This design comes from an exercise in tuning for small area, a short achievable clock period and few clock cycles on the open sky130 flow, not from production work. In this exercise RTL edits were held to simulation tests only and were not proved equivalent to the original.

run 1:
## ardisik_konvolusyon_birimi
module ardisik_konvolusyon_birimi (
    input saat,
    input reset,
    input basla,
    input [127:0] matris,
    input [71:0] filtre1,
    input [71:0] filtre2,
    output reg [127:0] sonuc,
    output reg hazir
);
==> flow/config.mk <==
export PLATFORM = sky130hd
export DESIGN_NAME = ardisik_konvolusyon_birimi
export DESIGN_NICKNAME = ardisik_konvolusyon_birimi
export VERILOG_FILES = /design/flow/design.v
export SDC_FILE = /design/flow/constraint.sdc
export NUM_CORES = 4
export LEC_CHECK = 0
export CAP_MARGIN = 20
export CORE_MARGIN = 2
export CORE_UTILIZATION = 40
export PLACE_DENSITY = 0.6
export SLEW_MARGIN = 20
==> flow/constraint.sdc <==
create_clock -name core_clock -period 32.0 [get_ports {saat}]
set_input_delay 6.4000 -clock core_clock [delete_from_list [all_inputs] [get_ports {saat}]]
set_output_delay 6.4000 -clock core_clock [all_outputs]
set_load 0.01 [all_outputs]
standard.sh (not shown) runs the stock make flow with config.mk's settings and CLKGATE_MAP_FILE= SYNTH_SCRIPT=/design/flow/synth_recipe.tcl, a recipe that flattens the netlist after the stock synthesis.
==> flow/flow/run.sh <==
#!/bin/bash
# Own layout flow:
#  1. the standard synthesis, unchanged;
#  2. flow/polarity.py: picks each full adder's polarity so the partial products
#     are NAND gates and the inverters between adders go away (same registers,
#     same function; only fa/and/nand/inv/buf/xor cells between registers change);
#  3. the standard ORFS layout from floorplan to finish, with a larger setup
#     margin for repair_timing so it works toward the period the design can
#     reach rather than stopping at the 32 ns clock.
set -euo pipefail
MARGIN=$(cat flow/setup_margin)
R=orfs/results/${FLOW_PLATFORM}/ardisik_konvolusyon_birimi/base
bash standard.sh synth > synth.log 2>&1
cp $R/1_2_yosys.v yosys_standard.v
python3 flow/polarity.py yosys_standard.v $R/1_2_yosys.v > polarity.log 2>&1
rm -f $R/1_synth.odb
bash standard.sh synth > synth_odb.log 2>&1
for step in floorplan place cts route finish; do
  bash standard.sh SETUP_SLACK_MARGIN=$MARGIN $step > $step.log 2>&1
done
==> flow/flow/setup_margin <==
24.5
Other scripts of this flow, unchanged in this note and not shown: flow/flow/polarity.py
Testbench counts of run 1, summed over its fixed seeds: cycles 776.
The following lists how run 2 was set up differently from run 1:
-- flow/flow/run.sh --
<<< run 1, line 6
#     same function; only fa/and/nand/inv/buf/xor cells between registers change);
#  3. the standard ORFS layout from floorplan to finish, with a larger setup
#     margin for repair_timing so it works toward the period the design can
#     reach rather than stopping at the 32 ns clock.
set -euo pipefail
>>> run 2, line 6
#     same function; only fa/and/nand/inv/buf/xor cells between registers change);
#  3. the standard ORFS layout from floorplan to finish, with
#     - a larger setup margin for repair_timing, so it works toward the period
#       the design can reach rather than stopping at the 32 ns clock;
#     - every port still buffered, but with buf_1 as the starting buffer
#       (the resizer upsizes where timing needs it).
set -euo pipefail
<<< run 1, line 18
for step in floorplan place cts route finish; do
  bash standard.sh SETUP_SLACK_MARGIN=$MARGIN $step > $step.log 2>&1
done
>>> run 2, line 20
for step in floorplan place cts route finish; do
  bash standard.sh SETUP_SLACK_MARGIN=$MARGIN \
    "BUFFER_PORTS_ARGS=-buffer_cell sky130_fd_sc_hd__buf_1" $step > $step.log 2>&1
done
==> flow/flow/setup_margin <==
24.35
Diff run 1 -> run 2: met3 capacity usage during global routing now sits lower, post-layout utilization of the core saw a decrease, timing-limited maximum frequency -2.2%, number of vias in the routed layout essentially unchanged, number of non-clock inverters in the layout level.
Summary of run 2 over run 1: final-layout clock-cell area share did not really move, share of cell area taken by flip-flops and latches went up.
The following lists how run 3 was set up differently from run 2:
-- flow/flow/run.sh --
<<< run 2, line 9
#       the design can reach rather than stopping at the 32 ns clock;
#     - every port still buffered, but with buf_1 as the starting buffer
>>> run 3, line 9
#       the design can reach rather than stopping at the 32 ns clock;
#     - after global placement, flow/pull_outputs.tcl moves each output
#       flip-flop next to its port's buffer (detailed placement legalizes it);
#     - every port still buffered, but with buf_1 as the starting buffer
<<< run 2, line 19
bash standard.sh synth > synth_odb.log 2>&1
for step in floorplan place cts route finish; do
  bash standard.sh SETUP_SLACK_MARGIN=$MARGIN \
    "BUFFER_PORTS_ARGS=-buffer_cell sky130_fd_sc_hd__buf_1" $step > $step.log 2>&1
done
>>> run 3, line 21
bash standard.sh synth > synth_odb.log 2>&1
run() {
  bash standard.sh SETUP_SLACK_MARGIN=$MARGIN \
    "BUFFER_PORTS_ARGS=-buffer_cell sky130_fd_sc_hd__buf_1" "$@"
}
run floorplan > floorplan.log 2>&1
run $PWD/$R/3_3_place_gp.odb > place_gp.log 2>&1
ODB=$PWD/$R/3_3_place_gp.odb openroad -no_init -exit flow/pull_outputs.tcl > pull_outputs.log 2>&1
for step in place cts route finish; do
  run $step > $step.log 2>&1
done
==> flow/flow/pull_outputs.tcl (new file) <==
# Move each flip-flop that drives only an output port's buffer next to that
# buffer (at the port), so the flip-flop's output wire is short. Detailed
# placement legalizes the moved cells afterwards.
read_db $::env(ODB)
set block [ord::get_db_block]
set moved 0
foreach bterm [$block getBTerms] {
  if {[$bterm getIoType] ne "OUTPUT"} { continue }
  set net [$bterm getNet]
  set buf ""
  foreach it [$net getITerms] {
    if {[$it isOutputSignal]} { set buf [$it getInst] }
  }
  if {$buf eq ""} { continue }
  set a [$buf findITerm A]
  if {$a eq "NULL" || $a eq ""} { continue }
  set bnet [$a getNet]
  set ff ""
  set nload 0
  foreach it [$bnet getITerms] {
    if {[$it isOutputSignal]} { set ff [$it getInst] } else { incr nload }
  }
  if {$ff eq "" || $nload != 1} { continue }
  set m [[$ff getMaster] getName]
  if {![string match "*dfxtp*" $m] && ![string match "*edfxtp*" $m]} { continue }
  set bb [$buf getBBox]
  set fb [$ff getBBox]
  set bx [expr {([$bb xMin] + [$bb xMax]) / 2}]
  set by [expr {([$bb yMin] + [$bb yMax]) / 2}]
  set fx [expr {([$fb xMin] + [$fb xMax]) / 2}]
  set fy [expr {([$fb yMin] + [$fb yMax]) / 2}]
  # put the flip-flop a short way from the buffer, toward where it was
  set dx [expr {$fx - $bx}]
  set dy [expr {$fy - $by}]
  set d [expr {sqrt(double($dx) * $dx + double($dy) * $dy)}]
  set step 8000
  if {$d > $step} {
    set nx [expr {int($bx + $dx * $step / $d) - ([$fb xMax] - [$fb xMin]) / 2}]
    set ny [expr {int($by + $dy * $step / $d) - ([$fb yMax] - [$fb yMin]) / 2}]
    $ff setLocation $nx $ny
    incr moved
  }
}
puts "moved $moved flip-flops next to their output buffers"
write_db $::env(ODB)
==> comparison <==
Diff run 2 -> run 3: met1 layer usage reported by global route held steady, flip-flop and latch area held steady, register clock-pin slew on the reported worst setup and hold paths held steady. Comparing normalized max-slew margin for run 2 and run 3, the smaller number came from run 2. Run 3 vs run 2 — largest net degree at the start of global routing dropped by more than 10%. Per the comparison of run 3 with run 2, global routing usage on met2 up 1.3 points; area growth from synthesis to layout stayed essentially flat; number of filler cells placed in the layout ~0 delta. Diff run 3..run 2 | count of input and output buffers | unchanged.

[static timing again, ports no longer ideal]
In the flow no input, the clock included, has a driving cell. The finished layouts below were timed again as built, in two steps. Step 1, drivers: a clkbuf_16 drives saat and a buf_2 each remaining input, both assumed. Step 2 moves the port delays by t, midway between the first and last clock arrival at a register: inputs arrive t later, outputs are due t later. That takes back most of the time a late clock gives input paths. Three values: no drivers, after step 1, after step 2; two values: the first two.
run	shift t [ns]	setup slack, ns	worst slew at a driven data input, ns
run 1	0.815	24.193 / 24.109 / 24.073	0.07
run 2	0.832	24.015 / 23.908 / 24.406	0.07
run 3	0.821	24.317 / 24.213 / 24.335	0.06
After both steps setup and hold are still met in every run listed. The setup slack of run 1, which loses most, moves by -0.084 ns with the drivers and by -0.120 ns with both steps.
